Context: an optimization exercise on an open-source flow, tuned for small area, a short achievable clock period and few clock cycles. The choices shown serve that exercise and are no tape-out recipe. Where RTL was checked, it was by simulation tests only, not by an equivalence proof against the original. Only the layout flow was run in run 3; the RTL was not checked for function there. Power and IR drop assume default switching activity.

## flow/flow/run.sh

```bash
#!/bin/bash
# The standard layout, with the ports buffered by a small plain buffer
# instead of the delay buffer that buffer_ports picks by default.
set -e
cp standard.sh standard_sh.txt
export BUFFER_PORTS_ARGS="-buffer_cell sky130_fd_sc_hd__buf_1"
bash standard.sh > standard.log 2>&1
```

## flow/standard.sh

```bash
#!/bin/bash
# synth_recipe.tcl (not shown) runs the flow's synth.tcl, then flattens the netlist and writes it again
# the make line also repeats each setting of config.mk as NAME=value (left out here)
make -C /OpenROAD-flow-scripts/flow DESIGN_CONFIG=/design/flow/config.mk WORK_HOME=/design/flow/orfs CLKGATE_MAP_FILE= SYNTH_SCRIPT=/design/flow/synth_recipe.tcl "${@:-finish}"
```

## flow/config.mk

```make
export PLATFORM = sky130hd
export DESIGN_NAME = circle
export DESIGN_NICKNAME = circle
export VERILOG_FILES = /design/flow/design.v
export SDC_FILE = /design/flow/constraint.sdc
export NUM_CORES = 4
export LEC_CHECK = 0
export CAP_MARGIN = 20
export CORE_MARGIN = 2
export CORE_UTILIZATION = 40
export SETUP_SLACK_MARGIN = 2.4
export SLEW_MARGIN = 20
```

## flow/constraint.sdc

```tcl
create_clock -name core_clock -period 5.0 [get_ports {clk}]
set_input_delay 1.0000 -clock core_clock [delete_from_list [all_inputs] [get_ports {clk}]]
set_output_delay 1.0000 -clock core_clock [all_outputs]
set_load 0.01 [all_outputs]
```

## flow/design.v

```verilog
module circle(
     input  logic       clk,
     input  logic       rst_n,
     input  logic [2:0] colour,
     input  logic [7:0] centre_x,
     input  logic [6:0] centre_y,
     input  logic [7:0] radius,
     input  logic       start,
     output logic       done,
     output logic [7:0] vga_x,
     output logic [6:0] vga_y,
     output logic [2:0] vga_colour,
     output logic       vga_plot
     );
     logic              busy;
     logic              prime;    
     logic [7:0]        ox, oy;
     logic signed [9:0] c;        
     logic [9:0]        e5;       
     logic [7:0]        rem;      
     logic [7:0]        cxr;      
     logic [6:0]        cyr;
     wire signed [9:0] cx = {2'b00, cxr};
     wire signed [9:0] cy = {3'b000, cyr};
     wire signed [9:0] sx = {2'b00, ox};
     wire signed [9:0] sy = {2'b00, oy};
     wire signed [9:0] xa = cx + sx;    
     wire signed [9:0] xb = cx - sx;    
     wire signed [9:0] xc = cx + sy;    
     wire signed [9:0] xd = cx - sy;    
     wire signed [9:0] ya = cy + sy;    
     wire signed [9:0] yb = cy - sy;    
     wire signed [9:0] yc = cy + sx;    
     wire signed [9:0] yd = cy - sx;    
     wire       dec = !c[9];             
     wire       dx  = dec & !prime;
     wire       dy  = !prime;
     function automatic le(input logic [9:0] a, input logic [9:0] b);
          logic r;
          r = 1'b1;
          for (int i = 0; i < 10; i++)
               if (i == 9) r = (a[i] & !b[i]) | (r & !(!a[i] & b[i]));
               else        r = (!a[i] & b[i]) | (r & !(a[i] & !b[i]));
          le = r;
     endfunction
     wire vxa = dx ? le(xa, 10'd160) : le(xa, 10'd159);
     wire vxb = dx ? (le(-10'd1, xb) && le(xb, 10'd158)) : (!xb[9] && le(xb, 10'd159));
     wire vxc = dy ? le(xc, 10'd158) : le(xc, 10'd159);
     wire vxd = dy ? (le(10'd1, xd) && le(xd, 10'd160)) : (!xd[9] && le(xd, 10'd159));
     wire vya = dy ? le(ya, 10'd118) : le(ya, 10'd119);
     wire vyb = dy ? (le(10'd1, yb) && le(yb, 10'd120)) : (!yb[9] && le(yb, 10'd119));
     wire vyc = dx ? le(yc, 10'd120) : le(yc, 10'd119);
     wire vyd = dx ? (le(-10'd1, yd) && le(yd, 10'd118)) : (!yd[9] && le(yd, 10'd119));
     wire       em1 = (e5 == 10'd3);        
     wire       em2 = (e5 == 10'd1);        
     wire       eneg = e5[9] || e5 < 10'd5;   
     wire       dg  = prime ? (e5 == 10'd5) : dec ? em2 : em1;
     wire       fin = !prime && (dec ? (!eneg || em1) : !eneg);
     wire [7:0] vis = { vxc & vyd, vxa & vyb, vxd & vyd, vxb & vyb,
                        vxd & vyc, vxb & vya, vxc & vyc, vxa & vya };
     wire [7:0] dup = ({8{prime}} & 8'b1101_1000) | ({8{dg}} & 8'b1010_1010);
     wire [7:0] vis_n = vis & ~dup;
     logic [7:0] sel;
     always_comb
          for (int i = 0; i < 8; i++)
               sel[i] = rem[i] && (i == 0 || (rem & ((8'd1 << i) - 8'd1)) == 8'd0);
     wire       adv = (rem & ~sel) == 8'd0;
     logic [7:0] px;
     logic [6:0] py;
     always_comb begin
          px = 8'd0;
          py = 7'd0;
          if (sel[0] | sel[6]) px = px | xa[7:0];
          if (sel[2] | sel[4]) px = px | xb[7:0];
          if (sel[1] | sel[7]) px = px | xc[7:0];
          if (sel[3] | sel[5]) px = px | xd[7:0];
          if (sel[0] | sel[2]) py = py | ya[6:0];
          if (sel[4] | sel[6]) py = py | yb[6:0];
          if (sel[1] | sel[3]) py = py | yc[6:0];
          if (sel[5] | sel[7]) py = py | yd[6:0];
     end
     wire       stp  = busy & adv & !prime;         
     wire       load = !busy & !done & start;
     wire [7:0] oy1 = oy + 8'd1;
     wire [9:0] c_d = c + e5;                   
     wire [9:0] c_s = c + {1'b0, oy1, 1'b1};    
     wire [7:0] ox_n = ox - {7'd0, stp & dec};
     wire [7:0] oy_n = oy + {7'd0, stp};
     wire [9:0] c_n  = !stp ? c : dec ? c_d : c_s;
     wire [9:0] e_s  = e5 + {7'd0, stp & dec, stp & !dec, 1'b0};
     always_ff @(posedge clk) begin
          cxr        <= centre_x;
          cyr        <= centre_y;
          vga_colour <= colour;
          vga_x      <= px;
          vga_y      <= py;
          rem        <= !busy ? 8'd0 : adv ? vis_n : rem & ~sel;
          ox         <= load ? radius : ox_n;
          oy         <= load ? 8'd0 : oy_n;
          c          <= load ? 10'd0 - {2'b00, radius} : c_n;
          e5         <= load ? 10'd5 - {2'b00, radius, 1'b0} : e_s;
          if (!rst_n) begin
               busy     <= 1'b0;
               done     <= 1'b0;
               vga_plot <= 1'b0;
          end else begin
               vga_plot <= busy & (|rem);
               if (busy) begin
                    if (adv) begin
                         prime <= 1'b0;
                         if (fin) begin
                              busy <= 1'b0;
                              done <= 1'b1;
                         end
                    end
               end else if (done) begin
                    if (!start) done <= 1'b0;
               end else if (start) begin
                    busy  <= 1'b1;
                    prime <= 1'b1;
               end
          end
     end
endmodule
```

==> results of run 1 <==
-- repair_timing --
item | 4_1_cts | 5_1_grt
setup buffers | 9 | 16
gates resized for setup | 40 | 85
endpoints found under the setup margin | 22 | 22
pin swaps | 5 | 43
-- cell usage in the layout, fill, tap and decap left out, types with 6 or more instances in the layout --
master,count
o21ai_0,24
nand2b_1,13
nand2_1,56
or2_1,9
xnor2_1,41
clkbuf_16,10
dfxtp_4,6
nand4_1,7
inv_2,10
o211ai_1,8
ha_1,58
ha_4,8
fa_2,7
nor2b_1,18
dfxtp_2,17
inv_1,40
a21oi_2,8
nor3_1,30
buf_1,48
buf_4,25
nor4_1,8
a21o_1,11
dfxtp_1,46
xnor2_2,7
o22ai_1,12
nor2_1,79
edfxtp_1,11
a21oi_1,48
nand3_1,22
o21ai_1,28
xor2_1,30
ha_2,11
a221oi_1,9
o21a_1,6
-- kinds of logic after synthesis --
| kind of cell | synth area share |
|---|---|
| adder cells (fa/ha/maj) | 0.1673 |
| multiplexers | 0.005808 |
| AO/OA/AOI/OAI | 0.2158 |
| AND/OR/NAND/NOR | 0.2129 |
| buffers and inverters | 0.04828 |
| flip-flops | 0.2483 |
| XOR/XNOR | 0.1016 |
-- how the worst max path moves through the flow --
| stage | startpoint | to | slack [ps] |
|---|---|---|---|
| 6_report | ox[0] | rem[5] | 2430 |
| 5_1_grt | ox[0] | rem[5] | 2350 |
| 4_1_cts | oy[0] | c[8] | 2380 |
| 3_5_place_dp | c[9] | c[8] | 2020 |
| 3_3_place_gp | c[9] | c[8] | 2060 |
| 2_1_floorplan | c[9] | c[8] | 2410 |
-- through the flow --
stage / setup slack, ps / power (uW) / hold WS [ps] / cells
after floorplan: 2409 / 1586 / 490.8 / 851
after global placement: 2064 / 1858 / 504.9 / 1091
after detailed placement: 2017 / 1858 / 521.1 / 1091
after CTS: 2383 / 2685 / 520.0 / 1115
after global routing: 2350 / 2978 / 553.8 / 1131
final: 2429 / 2816 / 512.5 / 1131
-- sequential cells by signal (all words and copies together), names as in the netlist --
signal and cells:
oy 8, prime 1, cxr 8, vga_colour 3, cyr 7, c 10, vga_y 7, rem 8
busy 1, vga_plot 1, vga_x 8, done 1, e5 9, ox 8
-- per-layer routing --
layer,track usage,up-vias,part of all wire
li1,-,3162,-
met1,0.3110,3023,0.44
met2,0.3700,265,0.46
met3,0.04078,43,0.061
met4,0.09722,0,0.036
met5,0,-,0
-- power groups by stage --
stage	clock [uW]	sequential, uW	combinational (uW)
floorplan	0	854	732
global placement	0	880	977
finish	764	877	1180
detailed placement	0	882	975
CTS	782	867	1040
global route	805	888	1290
-- worst max-delay path, cell delays in order, from the launching register on --
cell	delay, ps
dfxtp_4	390
ha_2	190
inv_1	60
fa_2	440
xnor2_2	170
nor4b_4	340
nand2_1	150
a2111oi_4	380
a21oi_4	140
o31ai_1	220
-- area by class of cell --
type | count | share of cell area
multi-input cells | 687 | 0.6428
flip-flops and latches | 80 | 0.2123
repair buffers | 74 | 0.04691
clock buffers | 13 | 0.03404
well taps | 225 | 0.03404
inverters | 50 | 0.02270
clock inverters | 2 | 0.007263
==> qor.csv, run 1 <==
metric;value;unit
status;finished clean;
Via Count;6493;
Clock Sinks;80;
dpl cell area;7227;um^2
Final ANT Viol Nets;0;
1st-pass router iterations;7;
power share of the clock group;0.271;
TritonCTS clock tree;done;
Overflow after GRT;0;
Root Buffer;clkbuf_16;
Synth warnings;1;
Multi-input gate area;5315;um^2
CP endpoint kind;flip-flop;
Worst Max-Slew Pin Slew;827.5;ps
FF/Latch Area;1755;um^2
Initial Util;0.4042;
switching share of total power;0.3730;
max_cap viols;0;
Mean Syn Cell Area;8.101;um^2
RR Endpoint;rem[5];
share of cells above drive strength 1;0.1744;
DR WL/cell;18.88;um
Final nets;1017;
top-count cell post-synth;nor2_1;
signal arrival time at the worst endpoint;2840;ps
Detailed Route WL;21350;um
top post-synthesis cells by count;82 x nor2_1, 77 x ha_1, 69 x dfxtp_1;
Combinational Power Share;0.417;
first-pass GRT wire length;32620;um
Final Max Tran Viols;0;
fin area;8269;um^2
vias in the first global route;5969;
Startpoint Class;flip-flop;
fmax;0.3890;GHz
Syn Nets;966;
# H-tree levels;3;
minimum clock period;2571;ps
area of the core;17060;um^2
CTS Hold Bufs;0;
port bufs;48;
initial antenna violation count;0;
hold crit path type;flip-flop to flip-flop;
Post-synth EDFFs;11;
DR iter-0 viols;546;
FF-to-FF path depth;9;
post-DP HPWL;16170;um
r2r startpoint;ox[0];
CP required;5270;ps
switching pwr;1050;uW
Finished Core Util;0.4848;
Clk Latency, worst-skew pair;360;ps
post-synthesis register bit count;80;
row cnt;48;
final hold vios;0;
LEAKAGE;0.003197;uW
RSZ-0062 raised after global routing;yes;
Area contributors post-synth;dfxtp_1 20%, ha_1 14%, xnor2_1 6.1%, edfxtp_1 4.8%, nor2_1 4.5%;
Die W;135.3;um
period utilization;0.5142;
crit-path max FO;6;
Final Setup Violations;0;
clock skew;12.32;ps
DRC violations left;0;
setup tns final;0;ps
DR vias/cell;5.741;
Layout area overhead;19.95;%
Die Area;18300;um^2
Clock Path Buffers;2;
fillers;1675;
Max-slew headroom;0.4425;
Pwr Density;340.6;nW/um^2
Top FF cell, synth;dfxtp_1;
largest area contributor in the synthesized netlist;dfxtp_1;
IO Pins;49;
total track usage;0.2324;
Reg clk slew, reported paths;60;ps
Hold Crit Depth;2;
CTS buffer count;9;
reg2reg setup slack;2430;ps
Flop pwr share;0.311;
ANT cells;0;
sequential area share after synthesis;0.2483;
post-synth cell types;72;
peak supply drop;0.2117;mV
synthesized netlist cell count;851;
Yosys top cell area share;0.2004;
Int Power;1766;uW
die height;135.3;um
Placer Congestion;0.9396;
ys async rst share;0;
Min-Delay Endpoint;done;
worst setup path class;flip-flop to flip-flop;
largest net degree at the start of global routing;48;
mapped cell area;6894;um^2
hold_sp;done;
Testbench counts, summed over its fixed seeds: cycles 121,943.
==> run 2: changes to the inputs <==
==> flow/flow/run.sh (replaced) <==
#!/bin/bash
# The standard layout, with the ports buffered by a small plain buffer
# instead of the delay buffer that buffer_ports picks by default.
set -e
cp standard.sh standard_sh.txt
export BUFFER_PORTS_ARGS="-buffer_cell sky130_fd_sc_hd__buf_2"
bash standard.sh > standard.log 2>&1
--- a/flow/config.mk
+++ b/flow/config.mk
@@ -8,5 +8,6 @@
 export CAP_MARGIN = 20
 export CORE_MARGIN = 2
 export CORE_UTILIZATION = 40
+export CTS_BUF_LIST = sky130_fd_sc_hd__clkbuf_2 sky130_fd_sc_hd__clkbuf_4 sky130_fd_sc_hd__clkbuf_8
 export SETUP_SLACK_MARGIN = 2.4
 export SLEW_MARGIN = 20
==> run 2 against run 1 <==
Combinational power about the same. Final area down 2.4%. Final cell count down 0.27%. Largest cell class unchanged. Sequential power down 0.7%. Clock power down 34%. Hold slack better by 19 ps. Largest power group unchanged. Clock skew up 8.3 ps. Worst setup slack better by 30 ps. Still clean on timing, DRC and antenna. Critical path type unchanged. Fmax up 1.2%. Power down 10%. Non-clock buffer count down 4. Via count down 0.49%.
==> qor.csv, run 2 <==
metric;value;unit
Overflow after GRT;0;
first-pass GRT wire length;32970;um
ANT cells;0;
mapped cell area;6894;um^2
Mean Syn Cell Area;8.101;um^2
Reg clk slew, reported paths;80;ps
top-count cell post-synth;nor2_1;
signal arrival time at the worst endpoint;2810;ps
RSZ-0062 raised after global routing;yes;
Post-synth EDFFs;11;
area of the core;17060;um^2
dpl cell area;7287;um^2
Final ANT Viol Nets;0;
fillers;1714;
largest net degree at the start of global routing;48;
initial antenna violation count;0;
Clock Sinks;80;
most flop-heavy register;c;
total track usage;0.2335;
largest area contributor in the synthesized netlist;dfxtp_1;
Placed Cells;1091;
hold crit path type;flip-flop to flip-flop;
post-DP HPWL;16290;um
setup tns final;0;ps
most common cell after layout, fill and taps aside;nor2_1;
most frequent cells in the layout;80 x nor2_1, 62 x ha_1, 57 x nand2_1;
Detailed Route WL;21320;um
Via Count;6461;
Syn Nets;966;
Area contributors post-synth;dfxtp_1 20%, ha_1 14%, xnor2_1 6.1%, edfxtp_1 4.8%, nor2_1 4.5%;
Final nets;1013;
Final Max Tran Viols;0;
Top FF cell, synth;dfxtp_1;
Die W;135.3;um
sequential area share after synthesis;0.2483;
Max-slew headroom;0.4338;
Root Buffer;clkbuf_8;
port bufs;48;
Final Setup Violations;0;
TritonCTS clock tree;done;
max reg flops;10;
crit-path cells;inv_2 -> ha_2 -> fa_2 -> buf_4 -> xor2_1 -> nand4b_1 -> or3_4 -> or3_1 -> mux2i_2 -> o31ai_1;
Pwr Density;314.0;nW/um^2
post-synth cell types;72;
post-synthesis register bit count;80;
share of cells above drive strength 1;0.2115;
DR WL/cell;18.90;um
clock skew;20.64;ps
max_cap viols;0;
hold_sp;rem[6];
1st-pass router iterations;5;
FF/Latch Area;1758;um^2
ys async rst share;0;
DR vias/cell;5.728;
top post-synthesis cells by count;82 x nor2_1, 77 x ha_1, 69 x dfxtp_1;
r2r startpoint;cxr[0];
pre-CTS setup slack;2004;ps
cell with the largest stage delay on the worst path;or3_4;
synthesized netlist cell count;851;
fin area;8068;um^2
# H-tree levels;3;
crit path launch;cxr[0];
fmax;0.3936;GHz
leading registers by flop count;c x10, e5 x9;
CP endpoint kind;flip-flop;
Layout area overhead;17.02;%
crit-path max FO;3;
vias in the first global route;5987;
Initial Util;0.4042;
Placer Congestion;0.9608;
DR iter-0 viols;521;
Synth warnings;1;
die height;135.3;um
Startpoint Class;flip-flop;
status;finished clean;
Worst Max-Slew Pin Slew;840.5;ps
Final Worst Setup Slack;2459;ps
DRC violations left;0;
Die Area;18300;um^2
final hold vios;0;
CTS Hold Bufs;0;
Clock Path Buffers;2;
worst setup path class;flip-flop to flip-flop;
IO Pins;49;
period utilization;0.5081;
row cnt;48;
Multi-input gate area;5221;um^2
post-route insts no fill;1128;
CP max stage delay;410;ps
LEAKAGE;0.003242;uW
CTS buffer count;9;
CP required;5270;ps
minimum clock period;2541;ps
Clk Latency, worst-skew pair;400;ps
peak supply drop;0.2016;mV
Yosys top cell area share;0.2004;
==> run 2: cell types whose count changed in the layout (fill, tap and decap cells not counted), moves of 4 or more <==
cell       previous run  this run
buf_1                48         0
buf_2                 0        48
clkbuf_16            10         0
clkbuf_8              2         9
buf_4                25        20
ha_1                 58        62
==> run 2: cells by family (layout without fill, tap and decap cells) <==
group | count (synthesis) | after routing | synth area share
AO/OA/AOI/OAI | 225 | 225 | 0.2158
XOR/XNOR | 80 | 80 | 0.1016
adder cells (fa/ha/maj) | 87 | 87 | 0.1673
buffers and inverters | 84 | 136 | 0.04828
flip-flops | 80 | 80 | 0.2483
multiplexers | 4 | 4 | 0.005808
AND/OR/NAND/NOR | 291 | 291 | 0.2129
==> run 2: what timing repair did <==
item / in CTS / in global routing
pin swaps: 4 / 28
buffers inserted: 11 / 10
setup endpoints to repair: 23 / 22
resized for setup: 42 / 70
==> run 2: metrics by stage <==
stage | util | power, uW | hold WS [ps]
3_3_place_gp | 0.4272 | 1868 | 506.7
3_5_place_dp | 0.4272 | 1871 | 521.7
4_1_cts | 0.4510 | 2428 | 537.0
2_1_floorplan | - | 1586 | 490.8
6_report | 0.4730 | 2533 | 531.2
5_1_grt | 0.4730 | 2691 | 561.0
==> run 2: area by class of cell <==
class                           instances  share of cell area
Clock buffer                            9             0.01535
Clock inverter                          7            0.008685
Multi-Input combinational cell        687              0.6472
Inverter                               50             0.02373
Tap cell                              225             0.03489
Timing Repair Buffer                   70             0.05226
Sequential cell                        80              0.2179
==> run 2: report_power, final <==
part	switching (uW)	internal, uW	leakage (uW)	total [uW]
clock	270	231	0.0000994	501
combinational	656	506	0.00246	1160
sequential	108	762	0.000684	871
total	1030	1500	0.00324	2530
==> run 2: path summary, 6_finish.rpt <==
check             cells after the start  endpoint  slack [ps]
setup / recovery                     10    rem[5]        2460
hold / removal                        2    rem[6]         530
setup reg to reg                     10    rem[5]        2460
hold reg to reg                       2    rem[6]         530
==> run 2: layer usage <==
metal	vias to the layer above	part of all wire	track usage
li1	3156	-	-
met1	3048	0.44	0.3063
met2	226	0.48	0.3883
met3	31	0.059	0.04527
met4	0	0.023	0.07234
met5	-	0	0
==> run 2: worst max-delay path, delay by kind of cell (launching register included) <==
kind	cells	cell delay (ps)
AOI/OAI and AO/OA	1	90
xor gates and xnor gates	1	120
adders and majority gates	2	530
buffers and inverters	2	200
DFF	1	380
muxes	1	250
and+or+nand+nor	3	860
==> run 3: changes to the inputs <==
--- a/flow/design.v
+++ b/flow/design.v
@@ -14,6 +14,7 @@
      );
      logic              busy;
      logic              prime;    
+     logic              gone;     
      logic [7:0]        ox, oy;
      logic signed [9:0] c;        
      logic [9:0]        e5;       
@@ -55,7 +56,8 @@
      wire       em2 = (e5 == 10'd1);        
      wire       eneg = e5[9] || e5 < 10'd5;   
      wire       dg  = prime ? (e5 == 10'd5) : dec ? em2 : em1;
-     wire       fin = !prime && (dec ? (!eneg || em1) : !eneg);
+     wire       fin = (!prime && (dec ? (!eneg || em1) : !eneg)) || gone;
+     wire       gone_n = !vya && !vxc && (dy ? le(yb, 10'd0) : yb[9]) && (dy ? le(xd, 10'd0) : xd[9]);
      wire [7:0] vis = { vxc & vyd, vxa & vyb, vxd & vyd, vxb & vyb,
                         vxd & vyc, vxb & vya, vxc & vyc, vxa & vya };
      wire [7:0] dup = ({8{prime}} & 8'b1101_1000) | ({8{dg}} & 8'b1010_1010);
@@ -99,6 +101,7 @@
           oy         <= load ? 8'd0 : oy_n;
           c          <= load ? 10'd0 - {2'b00, radius} : c_n;
           e5         <= load ? 10'd5 - {2'b00, radius, 1'b0} : e_s;
+          gone       <= load ? 1'b0 : stp ? gone_n : gone;
           if (!rst_n) begin
                busy     <= 1'b0;
                done     <= 1'b0;
==> flow/config.mk (replaced) <==
export PLATFORM = sky130hd
export DESIGN_NAME = circle
export DESIGN_NICKNAME = circle
export VERILOG_FILES = /design/flow/design.v
export SDC_FILE = /design/flow/constraint.sdc
export NUM_CORES = 4
export LEC_CHECK = 0
export ABC_AREA = 1
export CAP_MARGIN = 20
export CORE_MARGIN = 2
export CORE_UTILIZATION = 40
export CTS_BUF_LIST = sky130_fd_sc_hd__clkbuf_4 sky130_fd_sc_hd__clkbuf_8
export GPL_ROUTABILITY_DRIVEN = 0
export SETUP_SLACK_MARGIN = 2.4
export SLEW_MARGIN = 20
==> run 3 against run 2 <==
Highest routed layer unchanged. Critical path type unchanged. Flip-flop and latch count increased by 1. Worst setup slack lost 0.75 ps. Critical endpoint is now rem[1]. Clock skew shrank 4.5 ps. Still clean on timing, DRC and antenna. Clock-buffer cell count unchanged.
==> qor.csv, run 3 <==
metric;value;unit
area of the core;17780;um^2
Startpoint Class;flip-flop;
Synth warnings;1;
Multi-input gate area;4856;um^2
most flop-heavy register;c;
FF/Latch Area;1765;um^2
CTS buffer count;9;
port bufs;48;
post-synth cell types;53;
hold crit path type;flip-flop to flip-flop;
LEAKAGE;0.003996;uW
# H-tree levels;3;
Worst Max-Slew Pin Slew;1027;ps
most frequent CP cell;nor2_1;
highest routed layer;met4;
Mean Syn Cell Area;6.782;um^2
DR vias/cell;5.254;
initial antenna violation count;0;
top post-synthesis cells by count;234 x nand2_1, 162 x inv_1, 90 x nand3_1;
Pwr Total;3193;uW
synthesized netlist cell count;1061;
CP max stage delay;430;ps
total track usage;0.2228;
Met2 Wirelength;10060;um
crit-path max FO;6;
Final Worst Setup Slack;2459;ps
family with the most delay on the worst path;simple AND/OR/NAND/NOR gates;
share of cells above drive strength 1;0.1431;
top-count cell post-synth;nand2_1;
pre-CTS setup slack;1841;ps
max_cap viols;0;
die height;138.1;um
row cnt;49;
post-DP HPWL;17260;um
leading registers by flop count;c x10, e5 x9;
crit-path cells;inv_1 -> ha_1 -> inv_1 -> a21oi_1 -> o211ai_1 -> xor2_1 -> nand3_1 -> nand3_1 -> nor2_1 -> nor2_1 -> nor2_1;
mapped cell area;7196;um^2
ys async rst share;0;
CP Buf/Inv Count;2;
fmax;0.3935;GHz
Clock Path Buffers;2;
Yosys top cell area share;0.1947;
fillers;1905;
TritonCTS clock tree;done;
Post-synth EDFFs;11;
Clk Latency, worst-skew pair;380;ps
Final Max Tran Viols;0;
post-synthesis register bit count;81;
Initial Util;0.4047;
Overflow after GRT;0;
Final Setup Violations;0;
Detailed Route WL;21530;um
vias in the first global route;6593;
Final ANT Viol Nets;0;
cell with the largest stage delay on the worst path;ha_1;
DR iter-0 viols;594;
peak supply drop;0.1675;mV
largest area contributor in the synthesized netlist;dfxtp_1;
largest net degree at the start of global routing;35;
Root Buffer;clkbuf_8;
IO Pins;49;
DR WL/cell;15.98;um
signal arrival time at the worst endpoint;2810;ps
period utilization;0.5083;
first-pass GRT wire length;33890;um
most common cell after layout, fill and taps aside;nand2_1;
ANT cells;0;
setup tns final;0;ps
Final nets;1228;
clock skew;16.12;ps
1st-pass router iterations;7;
Top FF cell, synth;dfxtp_1;
Layout area overhead;12.76;%
Pwr Density;393.5;nW/um^2
Via Count;7077;
minimum clock period;2541;ps
Die W;138.1;um
Die Area;19080;um^2
Syn Nets;1176;
status;finished clean;
Reg clk slew, reported paths;100;ps
sequential area share after synthesis;0.2407;
CP endpoint kind;flip-flop;
Max-slew headroom;0.3084;
met3 WL;1233;um
Clock Sinks;81;
CP required;5270;ps
DRC violations left;0;
max reg flops;10;
M1 wire length;9757;um
Finished Core Util;0.4564;
worst setup path class;flip-flop to flip-flop;
RSZ-0062 raised after global routing;yes;
Area contributors post-synth;dfxtp_1 19%, ha_1 13%, nand2_1 12%, inv_1 8.5%, nand3_1 6.3%;
most frequent cells in the layout;229 x nand2_1, 158 x inv_1, 90 x nand3_1;
final hold vios;0;
run 3: changes by cell type after synthesis, moves of 11 or more:
cell      delta
o21ai_0     +39
nand2_1    +177
nand3_1     +68
o22ai_1     -11
nor3_1      -21
xnor2_1     -44
inv_1      +117
o21ai_1     -23
nand4_1     +30
nor2b_1     -20
clkbuf_1    -17
nand2b_1    -14
run 3: cells by family after synthesis:
| kind of cell | Yosys count | share of synthesized area |
|---|---|---|
| adders and majority gates | 86 | 0.1589 |
| DFF | 81 | 0.2407 |
| xor gates and xnor gates | 41 | 0.04990 |
| buffers and inverters | 187 | 0.1007 |
| AOI/OAI and AO/OA | 173 | 0.1377 |
| and+or+nand+nor | 493 | 0.3121 |
run 3: final cells by class:
class	count	area share
timing repair buffer	61	0.04163
sequential	81	0.2176
clock buffer	9	0.01527
tap	229	0.03531
timing repair inverter	1	0.0006168
clock inverter	7	0.01249
inverter	166	0.07864
multi-input combinational	793	0.5985
run 3: metrics by stage:
stage	std cells	cell area, um^2	hold WS [ps]
after CTS	1337	7911	488.1
after global placement	1318	7641	470.9
after detailed placement	1318	7641	470.4
after floorplan	1061	7197	448.4
after global routing	1347	8114	515.6
final	1347	8114	483.1
run 3: worst min-delay path: stages, from the launching register on:
cell,delay (ps)
dfxtp_1,330
nand3_1,70
nand2_1,50
run 3: worst paths after layout:
kind         startpoint      to  slack (ps)  depth (start not counted)
min                gone    gone         480                          2
max reg2reg       ox[5]  rem[1]        2460                         11
max               ox[5]  rem[1]        2460                         11
min reg2reg        gone    gone         480                          2
run 3: where the power goes:
part / switching [uW] / internal [uW]
Clock: 276 / 286
Combinational: 1070 / 602
Sequential: 132 / 827
Total: 1480 / 1710
run 3: per-layer routing:
metal,track usage,vias to the layer above
li1,-,3614
met1,0.3010,3219
met2,0.3653,211
met3,0.03429,33
met4,0.07411,0
met5,0,-
run 3: repair_timing:
action | CTS | global route
resized for setup | 10 | 52
buffers inserted | 3 | 9
pin swaps | 0 | 6
endpoints found under the setup margin | 24 | 30
endpoints found under the hold margin | 0 | 0
hold buffers | 0 | 0
gates cloned | 0 | 1

## what the ideal ports hide
The results above use ideal ports. As a check the final layouts listed here were re-extracted and re-timed, cells and wires unchanged. Step 1 (the two cells are an assumption about what drives the block):
set clk [get_ports {clk}]
set_driving_cell -lib_cell sky130_fd_sc_hd__clkbuf_16 $clk
set_driving_cell -lib_cell sky130_fd_sc_hd__buf_2 [delete_from_list [all_inputs] $clk]
Step 2 times the ports against the registers' clock, not the clock port: input delays grow and output delays shrink by t, the midpoint of the rising clock arrivals with the driver on. a / b / c = ideal / step 1 / step 2; a / b = the first two.
run	t (ns)	setup WS [ns]	pins driven straight from the clock port
run 1	0.393	2.429 / 2.429 / 2.403	1
run 2	0.430	2.459 / 2.459 / 2.432	1
run 3	0.415	2.459 / 2.459 / 2.273	1
After both steps setup and hold are still met in every run listed. For run 3, which loses most, drivers alone change the setup slack by 0.000 ns; drivers and shift together by -0.186 ns.
